What follows belongs to an exercise in optimizing a design on an open flow for small area; a production flow would make more cautious choices. Only simulation tests tie the RTL to the original design; equivalence was not proved. The flow treats the clock pin as an ideal source. Dropping or thinning the clock tree relies on that and would not hold on a real chip. Power and IR drop assume default switching activity.

north:
## digital_watch_fsm
module digital_watch_fsm
#(
    parameter CLK_FREQ = 2_000,            
    parameter LED_BLINK_RATE = 400,        
    parameter REFRESH_BITS = 10            
)
(
    input  wire clk,
    input  wire reset,
    input  wire btn_mode,
    input  wire btn_start,
    input  wire btn_pause,
    input  wire btn_lap,
    input  wire btn_set,
    output wire [6:0] seg,
    output wire [7:0] an,
    output wire led,
    output wire [13:0] led1,
    output wire mode_led
);
For scale: roughly 520 cells after synthesis, about 38 I/O pins, about 4600 um2 of cells after synthesis.
clock: 10.0 ns
lec_check: 0
abc_area: 1
cap_margin: 0
core_margin: 2
core_utilization: 60
slew_margin: 0
standard.sh (not shown) runs the stock make flow with config.mk's settings and CLKGATE_MAP_FILE= SYNTH_SCRIPT=/design/flow/synth_recipe.tcl, a recipe that flattens the netlist after the stock synthesis.
==> flow/flow/run.sh <==
#!/bin/bash
# Standard flow, with three changes:
#  - after the standard synthesis, the combinational logic is re-mapped by ABC
#    with an area-oriented script (flip-flops, their names and cells untouched);
#  - port buffers use the smallest buffer cell;
#  - the clock tree is a few clock buffers driven by the clock port, one per
#    region of the placement (flow/pre_cts.tcl), instead of TritonCTS's tree.
# Each tool's output goes to a log file of its own in the work folder.
set -euo pipefail
W=$PWD
R=$W/orfs/results/$FLOW_PLATFORM/digital_watch_fsm/base
bash standard.sh $R/1_2_yosys.v > $W/synth.log 2>&1
cp $R/1_2_yosys.v $W/standard_netlist.v
RS_IN=$W/standard_netlist.v RS_OUT=$W/resynth.v RS_ABC=$W/flow/area.abc \
  yosys -c $W/flow/resynth.tcl > $W/resynth.log 2>&1
cp $W/resynth.v $R/1_2_yosys.v
export MCTS_N=4 MCTS_CELL=sky130_fd_sc_hd__clkbuf_16
bash standard.sh "BUFFER_PORTS_ARGS=-buffer_cell sky130_fd_sc_hd__buf_1" \
  "PRE_CTS_TCL=$W/flow/pre_cts.tcl" finish > $W/layout.log 2>&1
==> flow/flow/area.abc <==
strash; dc2; &get -n; &dch -f; &put; amap
==> flow/flow/pre_cts.tcl <==
# Manual clock tree: the clock port drives MCTS_N clock buffers directly, each
# driving the flip-flops of one region of the placement (regions split at
# the median x, then at the median y).  Replaces TritonCTS's H-tree.
set mcts_n [expr {[info exists ::env(MCTS_N)] ? $::env(MCTS_N) : 2}]
set mcts_cell [expr {[info exists ::env(MCTS_CELL)] ? $::env(MCTS_CELL) : "sky130_fd_sc_hd__clkbuf_16"}]
set block [ord::get_db_block]
set dbu [$block getDbUnitsPerMicron]
set sinks {}
foreach pin [get_pins -of_objects [get_nets clk] -filter "direction == input"] {
  set it [sta::sta_to_db_pin $pin]
  set inst [$it getInst]
  set box [$inst getBBox]
  set x [expr {([$box xMin] + [$box xMax]) / 2.0 / $dbu}]
  set y [expr {([$box yMin] + [$box yMax]) / 2.0 / $dbu}]
  lappend sinks [list $x $y $pin]
}
proc mcts_split {group axis} {
  set s [lsort -real -index $axis $group]
  set h [expr {[llength $s] / 2}]
  return [list [lrange $s 0 [expr {$h - 1}]] [lrange $s $h end]]
}
set groups [list $sinks]
set axis 0
while {[llength $groups] < $mcts_n} {
  set next {}
  foreach g $groups { foreach h [mcts_split $g $axis] { lappend next $h } }
  set groups $next
  set axis [expr {1 - $axis}]
}
set i 0
foreach g $groups {
  set sx 0.0; set sy 0.0; set pins {}
  foreach s $g { set sx [expr {$sx + [lindex $s 0]}]; set sy [expr {$sy + [lindex $s 1]}]; lappend pins [lindex $s 2] }
  set n [llength $g]
  puts "manual clock buffer $i: $n sinks at [format %.1f [expr {$sx/$n}]] [format %.1f [expr {$sy/$n}]]"
  insert_buffer -buffer_cell $mcts_cell -net clk -load_pins $pins \
    -location [list [expr {$sx/$n}] [expr {$sy/$n}]] -buffer_name mcts_buf_$i -net_name mcts_clk_$i
  incr i
}
set_propagated_clock [all_clocks]
# The tree is built; TritonCTS is not run.
proc clock_tree_synthesis {args} { puts "clock_tree_synthesis skipped: manual clock buffers" }
Other scripts of this flow, unchanged in this note and not shown: flow/flow/resynth.tcl
north reached the end of the flow, and the finished layout is clean on the timing, DRC and antenna checks.
### north -> south
==> flow/flow/run.sh <==
#!/bin/bash
# Standard flow, with three changes:
#  - after the standard synthesis, the combinational logic is re-mapped by ABC
#    with an area-oriented script (flip-flops, their names and cells untouched);
#  - port buffers use the smallest buffer cell;
#  - clock tree options from flow/cts_args.txt (no dummy loads).
# Each tool's output goes to a log file of its own in the work folder.
set -euo pipefail
W=$PWD
R=$W/orfs/results/$FLOW_PLATFORM/digital_watch_fsm/base
bash standard.sh $R/1_2_yosys.v > $W/synth.log 2>&1
cp $R/1_2_yosys.v $W/standard_netlist.v
RS_IN=$W/standard_netlist.v RS_OUT=$W/resynth.v RS_ABC=$W/flow/area.abc \
  yosys -c $W/flow/resynth.tcl > $W/resynth.log 2>&1
cp $W/resynth.v $R/1_2_yosys.v
bash standard.sh "BUFFER_PORTS_ARGS=-buffer_cell sky130_fd_sc_hd__buf_1" \
  "CTS_ARGS=$(cat $W/flow/cts_args.txt)" finish > $W/layout.log 2>&1
==> flow/flow/cts_args.txt (new file) <==
-sink_clustering_enable -repair_clock_nets -dont_use_dummy_load -buf_list {sky130_fd_sc_hd__clkbuf_4 sky130_fd_sc_hd__clkbuf_8}
removed: flow/flow/pre_cts.tcl
--- outcome ---
From north to south the numbers moved as follows: share of the final layout cell area in sequential cells fell by 0.24 points; overall power consumption rose by 2.8%.
Average detailed-routed wire length per instance: south vs north — no meaningful difference
Compared with north, in south final critical path time including I/O delays and setup shows an increase of 210 ps; total wire length shows an increase of 0.84%; via count shows an increase of about 0.34%; combinational share of power shows a reduction of 0.8 points.
diff inputs: south => east
==> flow/flow/area.abc <==
strash; &get -n; &fraig -x; &put; scorr; dc2; dretime; strash; dc2; &get -n; &dch -f; &nf -R 1000 -p; &put
Findings:
Est. power | east vs south | east lower. [compare] base=south new=east: detailed-route wire length on metal 1 has decreased; number of global-route vias before repair lost 326. Changes observed in east relative to south: proportion of power drawn by combinational gates moved down; width of the die picked up an extra 0.75 um; number of inverters outside the clock class in the layout now smaller; count of plain and timing-repair buffers dropped 1; number of well taps picked up an extra 3. east ran to completion and came out clean on the timing, DRC and antenna checks.
In north the design's own scripts or RTL, not TritonCTS, make the clock network.

========
The RTL this note starts from:
==> flow/design.v <==
module debounce
#(
    parameter CLK_FREQ = 100_000_000,
    parameter STABLE_TIME_MS = 20
)
(
    input  wire clk,
    input  wire reset,
    input  wire button_in,
    output wire button_out
);
    localparam integer COUNTER_MAX = (CLK_FREQ / 1000) * STABLE_TIME_MS;
    localparam [5:0] CNT_START = 6'b000010;
    function [5:0] step6;
        input [5:0] v;
        step6 = {v[4:0], v[5] ^ v[0]};
    endfunction
    function [5:0] step6_n;
        input integer n;
        integer k;
        begin
            step6_n = CNT_START;
            for (k = 0; k < n % 63; k = k + 1)
                step6_n = step6(step6_n);
        end
    endfunction
    localparam [5:0] TERM = step6_n(COUNTER_MAX);
    localparam [5:0] TERM_MASK = (COUNTER_MAX == 40) ? 6'b011011 : 6'b111111;
    reg sync0, sync1, debounced_state, prev_debounced_state;
    reg [5:0] debounce_counter;
    wire term = ((debounce_counter ^ TERM) & TERM_MASK) == 6'd0;
    always @(posedge clk or posedge reset)
        if (reset) sync0 <= 1'b0;
        else       sync0 <= button_in;
    always @(posedge clk)
        sync1 <= sync0;
    always @(posedge clk or posedge reset)
        if (reset)
            debounced_state <= 1'b0;
        else if (sync1 != debounced_state && term)
            debounced_state <= sync1;
    always @(posedge clk)
        if (sync1 == debounced_state || term)
            debounce_counter <= CNT_START;
        else
            debounce_counter <= step6(debounce_counter);
    always @(posedge clk)
        prev_debounced_state <= debounced_state;
    assign button_out = debounced_state && !prev_debounced_state;
endmodule
`timescale 1ns / 1ps
module digital_watch_fsm
#(
    parameter CLK_FREQ = 2_000,            
    parameter LED_BLINK_RATE = 400,        
    parameter REFRESH_BITS = 10            
)
(
    input  wire clk,
    input  wire reset,
    input  wire btn_mode,
    input  wire btn_start,
    input  wire btn_pause,
    input  wire btn_lap,
    input  wire btn_set,
    output wire [6:0] seg,
    output wire [7:0] an,
    output wire led,
    output wire [13:0] led1,
    output wire mode_led
);
    localparam IDLE    = 2'b00;
    localparam RUNNING = 2'b01;
    localparam PAUSED  = 2'b10;
    localparam TIME_UP = 2'b11;
    wire mode = btn_mode;    
    reg [1:0] state;
    reg [5:0] lap_minutes, lap_seconds;
    reg set_mode_active;
    reg set_field;           
    wire start_tick, pause_tick, lap_tick, set_tick;
    debounce #(.CLK_FREQ(CLK_FREQ)) db_start (.clk(clk), .reset(reset), .button_in(btn_start), .button_out(start_tick));
    debounce #(.CLK_FREQ(CLK_FREQ)) db_pause (.clk(clk), .reset(reset), .button_in(btn_pause), .button_out(pause_tick));
    debounce #(.CLK_FREQ(CLK_FREQ)) db_lap   (.clk(clk), .reset(reset), .button_in(btn_lap),   .button_out(lap_tick));
    debounce #(.CLK_FREQ(CLK_FREQ)) db_set   (.clk(clk), .reset(reset), .button_in(btn_set),   .button_out(set_tick));
    localparam [6:0] PRE_FIRST = 7'b1010100;
    localparam [6:0] PRE_LAST  = 7'b1101010;
    reg [REFRESH_BITS-1:0] refresh_counter;
    always @(posedge clk or posedge reset)
        if (reset) refresh_counter <= 0;
        else       refresh_counter <= refresh_counter + 1'b1;
    reg [6:0] pre_counter;
    localparam [6:0] PRE_MASK = (CLK_FREQ == 2000) ? 7'b0111111 : 7'b1111111;
    wire pre_last = ((pre_counter ^ PRE_LAST) & PRE_MASK) == 7'd0;
    always @(posedge clk or posedge reset)
        if (reset) pre_counter <= PRE_FIRST;
        else       pre_counter <= {pre_counter[5:0], ~(pre_counter[6] ^ pre_counter[5]) ^ pre_last};
    wire one_sec_tick = pre_last && (&refresh_counter[3:0]);
    reg [1:0] next_state;
    wire time_zero;
    always @(*) begin
        next_state = state;
        case (state)
            IDLE:    if (start_tick && !set_mode_active) next_state = RUNNING;
            RUNNING: if (pause_tick) next_state = PAUSED;
                     else if (mode && time_zero) next_state = TIME_UP;
            PAUSED:  if (start_tick) next_state = RUNNING;
            TIME_UP: if (start_tick) next_state = IDLE;
        endcase
    end
    always @(posedge clk or posedge reset)
        if (reset) state <= IDLE;
        else       state <= next_state;
    reg [5:0] act_min, act_sec, oth_min, oth_sec;
    always @(posedge clk or posedge reset)
        if (reset) set_mode_active <= 1'b0;
        else if (set_tick) set_mode_active <= ~set_mode_active;
    always @(posedge clk)
        if (set_tick) set_field <= 1'b0;
        else if (set_mode_active && lap_tick) set_field <= ~set_field;
    wire sm  = set_mode_active;
    wire up     = sm ? start_tick : !mode;
    wire sec_en = !sm || set_field;
    wire [5:0] res_sec, res_min;
    wire sec_carry;
    mod60_step u_sec (.v(act_sec), .up(up), .en(sec_en), .res(res_sec), .carry(sec_carry));
    mod60_step u_min (.v(act_min), .up(up), .en(!sec_en || sec_carry), .res(res_min), .carry());
    wire act_zero = (act_min == 6'd0) && (act_sec == 6'd0);
    wire oth_zero = (oth_min == 6'd0) && (oth_sec == 6'd0);
    assign time_zero = sm ? oth_zero : act_zero;
    wire ldm   = mode && state == IDLE && start_tick;        
    wire tstep = state == RUNNING && one_sec_tick && !(mode && act_zero);
    wire sstep = (start_tick || pause_tick) && !lap_tick;
    wire act_from_oth = sm ? (set_tick && !ldm) : (!set_tick && ldm);
    wire act_from_res = !set_tick && (sm ? sstep : (!ldm && tstep));
    wire oth_from_res = !sm && set_tick && !mode && tstep;
    wire oth_from_act = sm ? (set_tick || ldm) : (set_tick && !mode && !tstep);
    always @(posedge clk or posedge reset)
        if (reset) begin
            act_min <= 6'd0;
            act_sec <= 6'd0;
        end else if (act_from_oth) begin
            act_min <= oth_min;
            act_sec <= oth_sec;
        end else if (act_from_res) begin
            act_min <= res_min;
            act_sec <= res_sec;
        end
    always @(posedge clk)
        if (reset || oth_from_act) begin
            oth_min <= act_min;
            oth_sec <= act_sec;
        end else if (oth_from_res) begin
            oth_min <= res_min;
            oth_sec <= res_sec;
        end
    always @(posedge clk or posedge reset)
        if (reset) begin
            lap_minutes <= 6'd0;
            lap_seconds <= 6'd0;
        end else if (lap_tick && !mode && !sm) begin
            lap_minutes <= act_min;
            lap_seconds <= act_sec;
        end
    function [8:0] lfsr9;
        input [8:0] v;
        lfsr9 = {v[7:0], ~(v[8] ^ v[4])};
    endfunction
    function [8:0] lfsr9_n;
        input integer n;
        integer k;
        begin
            lfsr9_n = 9'd0;
            for (k = 0; k < n % 511; k = k + 1)
                lfsr9_n = lfsr9(lfsr9_n);
        end
    endfunction
    localparam [8:0] BLINK_LAST = lfsr9_n(LED_BLINK_RATE);
    localparam [8:0] BLINK_MASK = (LED_BLINK_RATE == 400) ? 9'b101111111 : 9'b111111111;
    reg [8:0] blink_timer;   
    wire blink_last = ((blink_timer ^ BLINK_LAST) & BLINK_MASK) == 9'd0;
    reg led_reg;
    always @(posedge clk)
        if (state != TIME_UP || blink_last) blink_timer <= 9'd0;
        else                                               blink_timer <= lfsr9(blink_timer);
    always @(posedge clk or posedge reset)
        if (reset)                  led_reg <= 1'b0;
        else if (state != TIME_UP)  led_reg <= 1'b0;
        else if (blink_last) led_reg <= ~led_reg;
    assign led  = led_reg;
    assign led1 = {14{led_reg}};
    assign mode_led = mode;
    wire [2:0] digit = refresh_counter[REFRESH_BITS-1:REFRESH_BITS-3];
    reg [5:0] value;
    always @(*)
        case (digit[2:1])
            2'b00:   value = act_sec;
            2'b01:   value = act_min;
            2'b10:   value = lap_seconds;
            default: value = lap_minutes;
        endcase
    wire blank = set_mode_active && digit[2];
    wire [4:0] half  = value[5:1];
    wire [2:0] tens  = half / 5;
    wire [2:0] rem5  = half % 5;
    wire [3:0] data_to_display = digit[0] ? {1'b0, tens} : {rem5, value[0]};
    reg [6:0] segments;
    always @(*)
        case (data_to_display)
            4'd0: segments = 7'b1000000;
            4'd1: segments = 7'b1111001;
            4'd2: segments = 7'b0100100;
            4'd3: segments = 7'b0110000;
            4'd4: segments = 7'b0011001;
            4'd5: segments = 7'b0010010;
            4'd6: segments = 7'b0000010;
            4'd7: segments = 7'b1111000;
            4'd8: segments = 7'b0000000;
            4'd9: segments = 7'b0010000;
            default: segments = 7'bxxxxxxx;
        endcase
    assign seg = blank ? 7'b1111111 : segments;
    assign an  = blank ? 8'b11111111 : ~(8'b00000001 << digit);
endmodule
module mod60_step (
    input  wire [5:0] v,
    input  wire up,
    input  wire en,
    output wire [5:0] res,
    output wire carry
);
    wire [5:0] p = up ? v : ~v;
    wire [6:0] t;
    assign t[0] = en;
    genvar i;
    generate
        for (i = 0; i < 6; i = i + 1) begin : g
            assign t[i+1] = t[i] & p[i];
        end
    endgenerate
    wire [5:0] n = v ^ t[5:0];
    wire wrap_up = &n[5:2] & ~n[0];
    wire wrap_dn = t[6];
    assign res = {n[5:3] & {3{~wrap_up}}, n[2] & ~wrap_up & ~wrap_dn, n[1:0]};
    assign carry = wrap_up | wrap_dn;
endmodule
Settings: LEC_CHECK=0, ABC_AREA=1, CAP_MARGIN=0, CORE_MARGIN=2, CORE_UTILIZATION=60, SLEW_MARGIN=0; clock period 10.0 ns.
==> flow/flow/run.sh <==
#!/bin/bash
# Standard flow, with three changes:
#  - after the standard synthesis, the combinational logic is re-mapped by ABC
#    for area (flip-flops, their names and cells untouched): several ABC
#    scripts are tried (flow/*.abc), each result is proven equivalent to the
#    standard netlist with Yosys, and the smallest proven netlist is kept;
#  - port buffers use the smallest buffer cell;
#  - the clock tree is four clock buffers driven by the clock port, one per
#    quadrant of the placement (flow/pre_cts.tcl), instead of TritonCTS's tree.
# Each tool's output goes to a log file of its own in the work folder.
set -euo pipefail
W=$PWD
R=$W/orfs/results/$FLOW_PLATFORM/digital_watch_fsm/base
LIB=$FLOW_HOME/platforms/sky130hd/lib/sky130_fd_sc_hd__tt_025C_1v80.lib
bash standard.sh $R/1_2_yosys.v > $W/synth.log 2>&1
cp $R/1_2_yosys.v $W/standard_netlist.v
cand() {
  local a=$1 t=resynth_$(basename $1 .abc)
  cd $W
  RS_IN=$W/standard_netlist.v RS_OUT=$W/$t.v RS_ABC=$a RS_TAG=$W/$t \
    yosys -c $W/flow/resynth.tcl > $W/$t.log 2>&1 || return 0
  yosys -p "read_liberty -ignore_miss_func $LIB; read_verilog $W/standard_netlist.v; rename $FLOW_TOP gold; read_verilog $W/$t.v; rename $FLOW_TOP gate; hierarchy -check; flatten; rename -hide gold/w:_* gate/w:_*; opt_clean -purge; async2sync; equiv_make gold gate eq; hierarchy -top eq; equiv_simple; equiv_status -assert" \
    > $W/${t}_equiv.log 2>&1 || return 0
  grep "Chip area for module" $W/${t}_after.txt | grep "$FLOW_TOP" | sed "s#^#$t #" >> $W/resynth_choice.log
}
: > $W/resynth_choice.log
export W LIB
export -f cand
ls $W/flow/*.abc | xargs -P ${NUM_CORES:-4} -I{} bash -c 'cand {}'
best=$(sort -t: -k2 -g $W/resynth_choice.log | head -1 | cut -d' ' -f1)
if [[ -n "$best" ]]; then
  echo "kept $best" >> $W/resynth_choice.log
  cp $W/$best.v $R/1_2_yosys.v
else
  echo "kept the standard netlist" >> $W/resynth_choice.log
fi
export MCTS_N=4 MCTS_CELL=sky130_fd_sc_hd__clkbuf_16
bash standard.sh "BUFFER_PORTS_ARGS=-buffer_cell sky130_fd_sc_hd__buf_1" \
  "PRE_CTS_TCL=$W/flow/pre_cts.tcl" finish > $W/layout.log 2>&1
Other scripts of this flow, unchanged in this note and not shown: flow/flow/c3.abc, flow/flow/ds1.abc, flow/flow/ds2.abc, flow/flow/ds3.abc, flow/flow/ds4.abc, flow/flow/ds5.abc, flow/flow/ds6.abc, flow/flow/ds7.abc, flow/flow/ds8.abc, flow/flow/ds9.abc, flow/flow/pre_cts.tcl, flow/flow/resynth.tcl
Next try:
- GPL_TIMING_DRIVEN: default -> 0
Effect:
- The new run finished with timing, DRC and antenna clean
- worst setup slack loses 0.015 ns
- fmax barely changes
- global-route usage goes down by 0.26 points
No run of this note takes its clock network from TritonCTS; it comes from the design's own scripts or RTL.

[port drivers added, routing unchanged]
In the flow no input, the clock included, has a driving cell. The finished layouts below were timed again as built, in two steps.
Step 1 (the two cells are an assumption about what drives the block):
set clk [get_ports {clk}]
set_driving_cell -lib_cell sky130_fd_sc_hd__clkbuf_16 $clk
set_driving_cell -lib_cell sky130_fd_sc_hd__buf_2 [delete_from_list [all_inputs] $clk]
Step 2 adds t to the input delays and takes it off the output delays; t is the mean of the earliest and latest rising clock arrival at the registers after step 1. Input paths then give back, and output paths get back, about the clock's delay inside the block.
a / b / c = no drivers / after step 1 / after step 2; a / b = the first two.
run | t (ns) | setup WS [ns] | clock arrival spread, ns | worst register clock-pin slew, ns
north | 0.242 | 2.648 / 2.566 / 2.809 | 0.022 / 0.021 | 0.11 / 0.11
south | 0.395 | 2.438 / 2.401 / 2.796 | 0.046 / 0.046 | 0.11 / 0.11
east | 0.383 | 3.553 / 3.519 / 3.353 | 0.030 / 0.030 | 0.10 / 0.10
the first run of note 2 | 0.236 | 3.455 / 3.378 / 3.614 | 0.021 / 0.022 | 0.11 / 0.11
the second run of note 2 | 0.235 | 3.440 / 3.362 / 3.598 | 0.019 / 0.019 | 0.11 / 0.11
After both steps setup and hold are still met in every run listed. For east, which loses most, drivers alone change the setup slack by -0.034 ns; drivers and shift together by -0.200 ns.
